Background: an optimization exercise with open tools, aiming at small area, a short achievable clock period and few clock cycles per item. Do not read the settings as production practice. No functional check of the RTL was part of any run shown here. Power figures rest on the tool's default switching activity, not on a simulated workload.

==> flow/design.v (outline; a module is shown in full before it is edited, if it fits) <==
// module alu: 1737 lines
// module fa: 4 lines
// module ha: 4 lines
// module conv3x3: 119 lines
module conv3x3(
    input wire clk,
    input wire rst,
    input wire en,
    input wire [7:0] pixel1,
    input wire [7:0] pixel2,
    input wire [7:0] pixel3,
    input wire [7:0] pixel4,
    input wire [7:0] pixel5,
    input wire [7:0] pixel6,
    input wire [7:0] pixel7,
    input wire [7:0] pixel8,
    input wire [7:0] pixel9,
    input wire [7:0] filter1,
    input wire [7:0] filter2,
    input wire [7:0] filter3,
    input wire [7:0] filter4,
    input wire [7:0] filter5,
    input wire [7:0] filter6,
    input wire [7:0] filter7,
    input wire [7:0] filter8,
    input wire [7:0] filter9,
    output wire [31:0] result,
    output wire done
);
  // ...
==> flow/flow/run.sh <==
#!/bin/bash
set -o pipefail
bash standard.sh "BUFFER_PORTS_ARGS=-buffer_cell sky130_fd_sc_hd__buf_2" finish > standard_flow.log 2>&1
==> flow/standard.sh <==
#!/bin/bash
# synth_recipe.tcl (not shown) runs the flow's synth.tcl, then flattens the netlist and writes it again
# the make line also repeats each setting of config.mk as NAME=value (left out here)
make -C /OpenROAD-flow-scripts/flow DESIGN_CONFIG=/design/flow/config.mk WORK_HOME=/design/flow/orfs CLKGATE_MAP_FILE= SYNTH_SCRIPT=/design/flow/synth_recipe.tcl "${@:-finish}"
==> flow/config.mk <==
export PLATFORM = sky130hd
export DESIGN_NAME = conv3x3
export DESIGN_NICKNAME = conv3x3
export VERILOG_FILES = /design/flow/design.v
export SDC_FILE = /design/flow/constraint.sdc
export NUM_CORES = 4
export LEC_CHECK = 0
export CAP_MARGIN = 20
export CORE_MARGIN = 2
export CORE_UTILIZATION = 40
export SLEW_MARGIN = 20
export SYNTH_HIERARCHICAL = 1
==> flow/constraint.sdc <==
create_clock -name core_clock -period 10.0 [get_ports {clk}]
set_input_delay 2.0000 -clock core_clock [delete_from_list [all_inputs] [get_ports {clk}]]
set_output_delay 2.0000 -clock core_clock [all_outputs]
set_load 0.01 [all_outputs]
==> results.cfg, run 1 <==
[run_status]
status = timing/DRC/antenna clean

[power]
p_total_mw = 6.89
p_leak_nw = 6.09
clockPowerShare_pct = 2.7

[floorplan]
io_pins = 180

[final_layout]
multiInputGateArea_mm2 = 0.0141
seqAreaFraction_pct = 6.08
inverters = 33
n_fill_cell = 3871
clk_share_pct = 0.919
multi_input_area_share_pct = 83.4

[grt]
grt_pass1_vias = 12200
met1_usage_pct = 37.3
overflow = 0
grt_max_degree = 17

[timing]
slew_violations = 0
finalCriticalPeriod_ns = 5.83
rsz0062_at_grt = no
hold_ws_ns = 1.50

[synth]
synthCells = 1513
yosys_warnings = 7
netlist_top_cells_area = fa_1 67%, nand2_1 13%, dfxtp_1 6.1%
synth_common_cells = 572 x nand2_1, 544 x fa_1, 131 x buf_2
synth.area.mux_share_pct = 0
synth_edf_count = 0
yosysSeqAreaShare_pct = 6.29
yosysMostFrequentCell = nand2_1

[worst_setup_path]
critPathCapture = result[16]
path_cells = fa_1 -> fa_1 -> ha_1 -> ha_1 -> inv_1 -> o21ai_0 -> nor4_1 -> a211oi_1 -> buf_2
slowest_delay_ns = 0.74
arrival_ns = 3.83
crit_required_ns = 8.00
cp.depth = 9

[clock_tree]
cts_hold_buf = 0
ctsResizeCount = 0

[routing]
dr.pass1.iters = 5
routed-wl-met2_um = 26200
wl_met3_um = 4940
vias = 11200

[place]
dp_hpwl_um = 50000
pre_cts_ws_ns = 3.93
==> module conv3x3, before the edit <==
module conv3x3(
    input wire clk,
    input wire rst,
    input wire en,
    input wire [7:0] pixel1,
    input wire [7:0] pixel2,
    input wire [7:0] pixel3,
    input wire [7:0] pixel4,
    input wire [7:0] pixel5,
    input wire [7:0] pixel6,
    input wire [7:0] pixel7,
    input wire [7:0] pixel8,
    input wire [7:0] pixel9,
    input wire [7:0] filter1,
    input wire [7:0] filter2,
    input wire [7:0] filter3,
    input wire [7:0] filter4,
    input wire [7:0] filter5,
    input wire [7:0] filter6,
    input wire [7:0] filter7,
    input wire [7:0] filter8,
    input wire [7:0] filter9,
    output wire [31:0] result,
    output wire done
);
wire [49:0] cs;
reg [49:0] cs_reg;
reg done_reg;
alu alu1(
    .pixel1(pixel1),
    .pixel2(pixel2),
    .pixel3(pixel3),
    .pixel4(pixel4),
    .pixel5(pixel5),
    .pixel6(pixel6),
    .pixel7(pixel7),
    .pixel8(pixel8),
    .pixel9(pixel9),
    .filter1(filter1),
    .filter2(filter2),
    .filter3(filter3),
    .filter4(filter4),
    .filter5(filter5),
    .filter6(filter6),
    .filter7(filter7),
    .filter8(filter8),
    .filter9(filter9),
    .cs(cs)
);
always @ (posedge clk)
    cs_reg <= cs;
always @ (posedge clk or posedge rst) begin
    if (rst)
        done_reg <= 1'b0;
    else
        done_reg <= en;
end
wire bhs2, bhc2;
ha bha2 (.a(cs_reg[5]), .b(cs_reg[6]), .s(bhs2), .co(bhc2));
wire bhs3, bhc3;
ha bha3 (.a(cs_reg[8]), .b(cs_reg[9]), .s(bhs3), .co(bhc3));
wire bs537, bc537;
fa bfa537 (.a(cs_reg[10]), .b(cs_reg[11]), .c(cs_reg[12]), .s(bs537), .co(bc537));
wire bhs4, bhc4;
ha bha4 (.a(cs_reg[13]), .b(bhc3), .s(bhs4), .co(bhc4));
wire bs538, bc538;
fa bfa538 (.a(cs_reg[14]), .b(cs_reg[15]), .c(cs_reg[16]), .s(bs538), .co(bc538));
wire bhs5, bhc5;
ha bha5 (.a(bc537), .b(bs538), .s(bhs5), .co(bhc5));
wire bs539, bc539;
fa bfa539 (.a(cs_reg[17]), .b(cs_reg[18]), .c(cs_reg[19]), .s(bs539), .co(bc539));
wire bs540, bc540;
fa bfa540 (.a(cs_reg[20]), .b(cs_reg[21]), .c(bc538), .s(bs540), .co(bc540));
wire bhs6, bhc6;
ha bha6 (.a(bs539), .b(bhc5), .s(bhs6), .co(bhc6));
wire bs541, bc541;
fa bfa541 (.a(cs_reg[22]), .b(cs_reg[23]), .c(cs_reg[24]), .s(bs541), .co(bc541));
wire bs542, bc542;
fa bfa542 (.a(cs_reg[25]), .b(bc539), .c(bs541), .s(bs542), .co(bc542));
wire bhs7, bhc7;
ha bha7 (.a(bc540), .b(bs542), .s(bhs7), .co(bhc7));
wire bs543, bc543;
fa bfa543 (.a(cs_reg[26]), .b(cs_reg[27]), .c(cs_reg[28]), .s(bs543), .co(bc543));
wire bs544, bc544;
fa bfa544 (.a(cs_reg[29]), .b(bc541), .c(bs543), .s(bs544), .co(bc544));
wire bhs8, bhc8;
ha bha8 (.a(bc542), .b(bs544), .s(bhs8), .co(bhc8));
wire bs545, bc545;
fa bfa545 (.a(cs_reg[30]), .b(cs_reg[31]), .c(cs_reg[32]), .s(bs545), .co(bc545));
wire bs546, bc546;
fa bfa546 (.a(cs_reg[33]), .b(bc543), .c(bs545), .s(bs546), .co(bc546));
wire bhs9, bhc9;
ha bha9 (.a(bc544), .b(bs546), .s(bhs9), .co(bhc9));
wire bs547, bc547;
fa bfa547 (.a(cs_reg[34]), .b(cs_reg[35]), .c(cs_reg[36]), .s(bs547), .co(bc547));
wire bs548, bc548;
fa bfa548 (.a(cs_reg[37]), .b(bc545), .c(bs547), .s(bs548), .co(bc548));
wire bhs10, bhc10;
ha bha10 (.a(bc546), .b(bs548), .s(bhs10), .co(bhc10));
wire bs549, bc549;
fa bfa549 (.a(cs_reg[38]), .b(cs_reg[39]), .c(cs_reg[40]), .s(bs549), .co(bc549));
wire bs550, bc550;
fa bfa550 (.a(cs_reg[41]), .b(bc547), .c(bs549), .s(bs550), .co(bc550));
wire bhs11, bhc11;
ha bha11 (.a(bc548), .b(bs550), .s(bhs11), .co(bhc11));
wire bs551, bc551;
fa bfa551 (.a(cs_reg[42]), .b(bc549), .c(bc550), .s(bs551), .co(bc551));
wire bs552, bc552;
fa bfa552 (.a(cs_reg[43]), .b(cs_reg[44]), .c(cs_reg[45]), .s(bs552), .co(bc552));
wire bhs12, bhc12;
ha bha12 (.a(cs_reg[46]), .b(bs552), .s(bhs12), .co(bhc12));
wire bhs13, bhc13;
ha bha13 (.a(cs_reg[47]), .b(bc552), .s(bhs13), .co(bhc13));
wire [19:0] rowa = {cs_reg[49], cs_reg[48], bhc12, bc551, bhc11, bhc10, bhc9, bhc8, bhc7, bhc6, bs540, bhc4, bs537, bhc2, cs_reg[7], cs_reg[4], cs_reg[3], cs_reg[2], cs_reg[1], cs_reg[0]};
wire [19:0] rowb = {1'b0, bhc13, bhs13, bhs12, bs551, bhs11, bhs10, bhs9, bhs8, bhs7, bhs6, bhs5, bhs4, bhs3, bhs2, 1'b0, 1'b0, 1'b0, 1'b0, 1'b0};
wire [19:0] sum = rowa + rowb;
assign result = {12'd0, ~sum};
assign done = done_reg;
endmodule
==> run 2: changes to the inputs <==
--- a/flow/design.v
+++ b/flow/design.v
@@ -1666,29 +1666,27 @@
 wire as530, ac530;
 fa afa530 (.a(as528), .b(ac520), .c(ac521), .s(as530), .co(ac530));
 wire as531, ac531;
 fa afa531 (.a(as529), .b(ac522), .c(ac523), .s(as531), .co(ac531));
 wire as532, ac532;
 fa afa532 (.a(as530), .b(ac524), .c(as531), .s(as532), .co(ac532));
 wire as533, ac533;
 fa afa533 (.a(ac525), .b(ac526), .c(as532), .s(as533), .co(ac533));
-wire ahs0, ahc0;
-ha aha0 (.a(ac527), .b(as533), .s(ahs0), .co(ahc0));
 wire as534, ac534;
 assign as534 = ~(ac528 ^ ac529);
 assign ac534 = ac528 | ac529;
 wire as535, ac535;
 fa afa535 (.a(ac530), .b(as534), .c(ac531), .s(as535), .co(ac535));
 wire as536, ac536;
 assign as536 = ~(ac534 ^ ac535);
 assign ac536 = ac534 | ac535;
-wire ahs1, ahc1;
-assign ahs1 = ~ac536;
-assign ahc1 = ac536;
+wire ahs0, ahc0;
+assign ahs0 = ~ac536;
+assign ahc0 = ac536;
 assign cs[0] = as3;   
 assign cs[1] = as14;   
 assign cs[2] = as33;   
 assign cs[3] = as60;   
 assign cs[4] = as96;   
 assign cs[5] = as139;   
 assign cs[6] = as140;   
 assign cs[7] = ac96;   
@@ -1721,24 +1719,24 @@
 assign cs[34] = as512;   
 assign cs[35] = ac489;   
 assign cs[36] = ac490;   
 assign cs[37] = as513;   
 assign cs[38] = as526;   
 assign cs[39] = ac512;   
 assign cs[40] = as527;   
 assign cs[41] = ac513;   
-assign cs[42] = ahs0;   
-assign cs[43] = ac532;   
-assign cs[44] = as535;   
-assign cs[45] = ac533;   
-assign cs[46] = ahc0;   
+assign cs[42] = ac527;   
+assign cs[43] = as533;   
+assign cs[44] = ac532;   
+assign cs[45] = as535;   
+assign cs[46] = ac533;   
 assign cs[47] = as536;   
-assign cs[48] = ahs1;   
-assign cs[49] = ahc1;   
+assign cs[48] = ahs0;   
+assign cs[49] = ahc0;   
 endmodule
 module fa (input wire a, input wire b, input wire c, output wire s, output wire co);
 assign s = a ^ b ^ c;
 assign co = (a & b) | (a & c) | (b & c);
 endmodule
 module ha (input wire a, input wire b, output wire s, output wire co);
 assign s = a ^ b;
 assign co = a & b;
@@ -1795,70 +1793,72 @@
 always @ (posedge clk)
     cs_reg <= cs;
 always @ (posedge clk or posedge rst) begin
     if (rst)
         done_reg <= 1'b0;
     else
         done_reg <= en;
 end
+wire bhs1, bhc1;
+ha bha1 (.a(cs_reg[5]), .b(cs_reg[6]), .s(bhs1), .co(bhc1));
 wire bhs2, bhc2;
-ha bha2 (.a(cs_reg[5]), .b(cs_reg[6]), .s(bhs2), .co(bhc2));
-wire bhs3, bhc3;
-ha bha3 (.a(cs_reg[8]), .b(cs_reg[9]), .s(bhs3), .co(bhc3));
+ha bha2 (.a(cs_reg[8]), .b(cs_reg[9]), .s(bhs2), .co(bhc2));
 wire bs537, bc537;
 fa bfa537 (.a(cs_reg[10]), .b(cs_reg[11]), .c(cs_reg[12]), .s(bs537), .co(bc537));
-wire bhs4, bhc4;
-ha bha4 (.a(cs_reg[13]), .b(bhc3), .s(bhs4), .co(bhc4));
+wire bhs3, bhc3;
+ha bha3 (.a(cs_reg[13]), .b(bhc2), .s(bhs3), .co(bhc3));
 wire bs538, bc538;
 fa bfa538 (.a(cs_reg[14]), .b(cs_reg[15]), .c(cs_reg[16]), .s(bs538), .co(bc538));
-wire bhs5, bhc5;
-ha bha5 (.a(bc537), .b(bs538), .s(bhs5), .co(bhc5));
+wire bhs4, bhc4;
+ha bha4 (.a(bc537), .b(bs538), .s(bhs4), .co(bhc4));
 wire bs539, bc539;
 fa bfa539 (.a(cs_reg[17]), .b(cs_reg[18]), .c(cs_reg[19]), .s(bs539), .co(bc539));
 wire bs540, bc540;
 fa bfa540 (.a(cs_reg[20]), .b(cs_reg[21]), .c(bc538), .s(bs540), .co(bc540));
-wire bhs6, bhc6;
-ha bha6 (.a(bs539), .b(bhc5), .s(bhs6), .co(bhc6));
+wire bhs5, bhc5;
+ha bha5 (.a(bs539), .b(bhc4), .s(bhs5), .co(bhc5));
 wire bs541, bc541;
 fa bfa541 (.a(cs_reg[22]), .b(cs_reg[23]), .c(cs_reg[24]), .s(bs541), .co(bc541));
 wire bs542, bc542;
 fa bfa542 (.a(cs_reg[25]), .b(bc539), .c(bs541), .s(bs542), .co(bc542));
-wire bhs7, bhc7;
-ha bha7 (.a(bc540), .b(bs542), .s(bhs7), .co(bhc7));
+wire bhs6, bhc6;
+ha bha6 (.a(bc540), .b(bs542), .s(bhs6), .co(bhc6));
 wire bs543, bc543;
 fa bfa543 (.a(cs_reg[26]), .b(cs_reg[27]), .c(cs_reg[28]), .s(bs543), .co(bc543));
 wire bs544, bc544;
 fa bfa544 (.a(cs_reg[29]), .b(bc541), .c(bs543), .s(bs544), .co(bc544));
-wire bhs8, bhc8;
-ha bha8 (.a(bc542), .b(bs544), .s(bhs8), .co(bhc8));
+wire bhs7, bhc7;
+ha bha7 (.a(bc542), .b(bs544), .s(bhs7), .co(bhc7));
 wire bs545, bc545;
 fa bfa545 (.a(cs_reg[30]), .b(cs_reg[31]), .c(cs_reg[32]), .s(bs545), .co(bc545));
 wire bs546, bc546;
 fa bfa546 (.a(cs_reg[33]), .b(bc543), .c(bs545), .s(bs546), .co(bc546));
-wire bhs9, bhc9;
-ha bha9 (.a(bc544), .b(bs546), .s(bhs9), .co(bhc9));
+wire bhs8, bhc8;
+ha bha8 (.a(bc544), .b(bs546), .s(bhs8), .co(bhc8));
 wire bs547, bc547;
 fa bfa547 (.a(cs_reg[34]), .b(cs_reg[35]), .c(cs_reg[36]), .s(bs547), .co(bc547));
 wire bs548, bc548;
 fa bfa548 (.a(cs_reg[37]), .b(bc545), .c(bs547), .s(bs548), .co(bc548));
-wire bhs10, bhc10;
-ha bha10 (.a(bc546), .b(bs548), .s(bhs10), .co(bhc10));
+wire bhs9, bhc9;
+ha bha9 (.a(bc546), .b(bs548), .s(bhs9), .co(bhc9));
 wire bs549, bc549;
 fa bfa549 (.a(cs_reg[38]), .b(cs_reg[39]), .c(cs_reg[40]), .s(bs549), .co(bc549));
 wire bs550, bc550;
 fa bfa550 (.a(cs_reg[41]), .b(bc547), .c(bs549), .s(bs550), .co(bc550));
-wire bhs11, bhc11;
-ha bha11 (.a(bc548), .b(bs550), .s(bhs11), .co(bhc11));
+wire bhs10, bhc10;
+ha bha10 (.a(bc548), .b(bs550), .s(bhs10), .co(bhc10));
 wire bs551, bc551;
-fa bfa551 (.a(cs_reg[42]), .b(bc549), .c(bc550), .s(bs551), .co(bc551));
+fa bfa551 (.a(cs_reg[42]), .b(cs_reg[43]), .c(bc549), .s(bs551), .co(bc551));
+wire bhs11, bhc11;
+ha bha11 (.a(bc550), .b(bs551), .s(bhs11), .co(bhc11));
 wire bs552, bc552;
-fa bfa552 (.a(cs_reg[43]), .b(cs_reg[44]), .c(cs_reg[45]), .s(bs552), .co(bc552));
+fa bfa552 (.a(cs_reg[44]), .b(cs_reg[45]), .c(cs_reg[46]), .s(bs552), .co(bc552));
 wire bhs12, bhc12;
-ha bha12 (.a(cs_reg[46]), .b(bs552), .s(bhs12), .co(bhc12));
+ha bha12 (.a(bs552), .b(bc551), .s(bhs12), .co(bhc12));
 wire bhs13, bhc13;
 ha bha13 (.a(cs_reg[47]), .b(bc552), .s(bhs13), .co(bhc13));
-wire [19:0] rowa = {cs_reg[49], cs_reg[48], bhc12, bc551, bhc11, bhc10, bhc9, bhc8, bhc7, bhc6, bs540, bhc4, bs537, bhc2, cs_reg[7], cs_reg[4], cs_reg[3], cs_reg[2], cs_reg[1], cs_reg[0]};
-wire [19:0] rowb = {1'b0, bhc13, bhs13, bhs12, bs551, bhs11, bhs10, bhs9, bhs8, bhs7, bhs6, bhs5, bhs4, bhs3, bhs2, 1'b0, 1'b0, 1'b0, 1'b0, 1'b0};
+wire [19:0] rowa = {cs_reg[49], cs_reg[48], bhc12, bhc11, bhc10, bhc9, bhc8, bhc7, bhc6, bhc5, bs540, bhc3, bs537, bhc1, cs_reg[7], cs_reg[4], cs_reg[3], cs_reg[2], cs_reg[1], cs_reg[0]};
+wire [19:0] rowb = {1'b0, bhc13, bhs13, bhs12, bhs11, bhs10, bhs9, bhs8, bhs7, bhs6, bhs5, bhs4, bhs3, bhs2, bhs1, 1'b0, 1'b0, 1'b0, 1'b0, 1'b0};
 wire [19:0] sum = rowa + rowb;
 assign result = {12'd0, ~sum};
 assign done = done_reg;
 endmodule
==> flow/config.mk (replaced) <==
export PLATFORM = sky130hd
export DESIGN_NAME = conv3x3
export DESIGN_NICKNAME = conv3x3
export VERILOG_FILES = /design/flow/design.v
export SDC_FILE = /design/flow/constraint.sdc
export NUM_CORES = 4
export LEC_CHECK = 0
export CAP_MARGIN = 20
export CORE_MARGIN = 2
export CORE_UTILIZATION = 65
export SETUP_SLACK_MARGIN = 4.3
export SLEW_MARGIN = 20
export SYNTH_HIERARCHICAL = 1
==> results.cfg, run 2 <==
[routing]
drt_iter0_drc = 1169
dr.pass1.iters = 5
vias_per_cell = 6.23
ant_nets = 0
drc = 0
routedWlPerCell_um = 26.6
vias = 11400
wl_um = 48700

[run_status]
status = timing/DRC/antenna clean

[timing]
hold_viol_final = 0
relSlewSlack_pct = 64.2
slew_violations = 0
rsz0062_at_grt = yes
setup_viol = 0
finalCriticalPeriod_ns = 5.63
final.period_utilization_pct = 56.3
fin_tns_setup_ns = 0
max_freq_ghz = 0.178
worstMarginPinSlew_ns = 0.533

[floorplan]
die_y_um = 162
start_util_pct = 66.7
core_area_mm2 = 0.0245
die_x_um = 162
std_cell_rows = 57
io_pins = 180
dieArea_mm2 = 0.0264

[clock_tree]
cts_tree = done
cts_buffers = 5
cts-root-buf = clkbuf_16
h-tree-depth = 2
clock_sinks = 51
clk_pin_slew_ns = 0.08
cts_max_path_buffers = 2
cts_hold_buf = 0

[grt]
grt_max_degree = 17
antenna_found_initial = 0
overflow = 0
grt_pass1_wl_um = 75100
grt_pass1_vias = 12700
grt_usage_pct = 40.6

[synth]
synth_common_cells = 572 x nand2_1, 544 x fa_1, 131 x buf_2
yosysSeqAreaShare_pct = 6.29
syn_area_mm2 = 0.0163
syn_area_per_cell_um2 = 10.8
ys_async_sr_fraction_pct = 1.96
synth_top_cell_by_area = fa_1
synth_top_cell_area_share_pct = 66.8
synth_cell_types = 39
yosys_register_bits = 51
synthCells = 1513
yosys_warnings = 7
synth_edf_count = 0
netlist_top_cells_area = fa_1 67%, nand2_1 13%, dfxtp_1 6.1%
yosysMostFrequentCell = nand2_1
synthFlopType = dfxtp_1

[worst_setup_path]
arrival_ns = 5.81
startpoint = filter1[7]
startpoint_type = input pin
critPathKind = in -> reg
crit_fanout = 8
critPathCaptureType = flip-flop
crit_required_ns = 10.18

[final_layout]
nets = 2233
drive_gt1_share_pct = 16.3
n_antenna_cell = 0
largest_register_ffs = 50
final_area_mm2 = 0.0168
multiInputGateArea_mm2 = 0.0142
layout.area.seq_mm2 = 0.00103
syn_to_final_growth_pct = 3.11
final_cell_mix = 565 x nand2_1, 485 x fa_1, 161 x buf_2, 59 x fa_2, 50 x dfxtp_1
n_fill_cell = 1877
mostFrequentLayoutCell = nand2_1
final_cells = 1829

[place]
dp_hpwl_um = 44400
portBuffers = 167
place_area_mm2 = 0.0166
place_inst = 1821
gp_congestion = 1.01

[power]
p_leak_nw = 6.07
power_density_mw_per_mm2 = 424
ir_drop_uv = 652

[worst_hold_path]
hold_class = in -> async

[run]
drv_cap = 0
## run 2: area by class of cell
| type | count | area share, % |
|---|---|---|
| clock buffer | 6 | 0.766 |
| clock inverter | 2 | 0.223 |
| inverter | 33 | 0.736 |
| multi-input combinational | 1246 | 84.7 |
| sequential | 51 | 6.10 |
| tap | 324 | 2.41 |
| timing repair buffer | 167 | 5.06 |
## run 2: through the flow
stage | power [mW] | hold slack, ns | setup WS, ns | util [%]
after global routing | 7.95 | 1.51 | 4.28 | 68.8
final | 7.13 | 1.51 | 4.37 | 68.8
after global placement | 6.79 | 1.83 | 3.97 | 68.0
after CTS | 7.17 | 1.51 | 4.33 | 68.6
after floorplan | 6.30 | 1.73 | 4.29 | -
after detailed placement | 6.94 | 1.84 | 3.96 | 68.0
## run 2: power by group
part / switching, mW / internal, mW / leakage [nW]
combinational: 3.61 / 2.84 / 5.56
clock: 0.0903 / 0.119 / 0.0771
sequential: 0.0481 / 0.422 / 0.432
total: 3.75 / 3.38 / 6.07
## run 2: what timing repair did
action | 4_1_cts | 5_1_grt
buffers inserted | 0 | 0
setup endpoints to repair | 1 | 8
resized for setup | 1 | 13
## run 2: kinds of logic (layout without fill, tap and decap cells)
group                    count (synthesis)  count (layout)  share of synthesized area, %
other                                    1              12                        0.0230
adder cells (fa/ha/maj)                582             582                          69.7
buffers and inverters                  227             208                          7.65
AND/OR/NAND/NOR                        608             608                          14.4
flip-flops                              51              51                          6.29
XOR/XNOR                                10              10                         0.537
AO/OA/AOI/OAI                           34              34                          1.40
## run 2: critical path, cell delays in order
cell,delay [ns]
clkbuf_4,0.20
nand2_2,0.11
fa_1,0.48
fa_1,0.60
fa_1,0.48
fa_2,0.42
fa_1,0.57
fa_1,0.47
fa_1,0.47
## run 2: per-layer routing
metal	vias to the layer above	wire [µm]	track usage [%]
met1	5974	16700	53.3
met3	187	5010	6.06
met5	-	0	0
li1	4389	-	-
met4	0	4280	27.4
met2	849	22700	64.0
## run 2: Yosys stat by module, one instance, submodules excluded
| module | times used | cells inside | flip-flops and latches |
|---|---|---|---|
| alu | 1 | 790 | 0 |
| conv3x3 | 1 | 167 | 51 |
| fa | 543 | 1 | 0 |
| ha | 13 | 1 | 0 |
## run 2: worst paths after layout
check	slack [ns]	end
setup / recovery	4.37	cs_reg[29]
hold / removal	1.51	done_reg
max in group asynchronous	8.40	done_reg
min in group core_clock	1.79	done_reg

re-timing with driven ports:
The results above use ideal ports. As a check the final layouts listed here were re-extracted and re-timed, cells and wires unchanged.
Step 1 (the two cells are an assumption about what drives the block):
set clk [get_ports {clk}]
set_driving_cell -lib_cell sky130_fd_sc_hd__clkbuf_16 $clk
set_driving_cell -lib_cell sky130_fd_sc_hd__buf_2 [delete_from_list [all_inputs] $clk]
Step 2 also shifts input and output timing later by t, the mid clock arrival at the registers, as if the neighbouring blocks saw the same clock.
a / b / c = no drivers / after step 1 / after step 2; a / b = the first two.
| run | t, ns | setup slack, ns | worst slew at a driven data input, ns |
|---|---|---|---|
| run 1 | 0.356 | 4.174 / 4.126 / 3.915 | 0.07 |
| run 2 | 0.356 | 4.370 / 4.386 / 4.030 | 0.04 |
After both steps setup and hold are still met in every run listed. The setup slack of run 2, which loses most, moves by +0.016 ns with the drivers and by -0.340 ns with both steps.
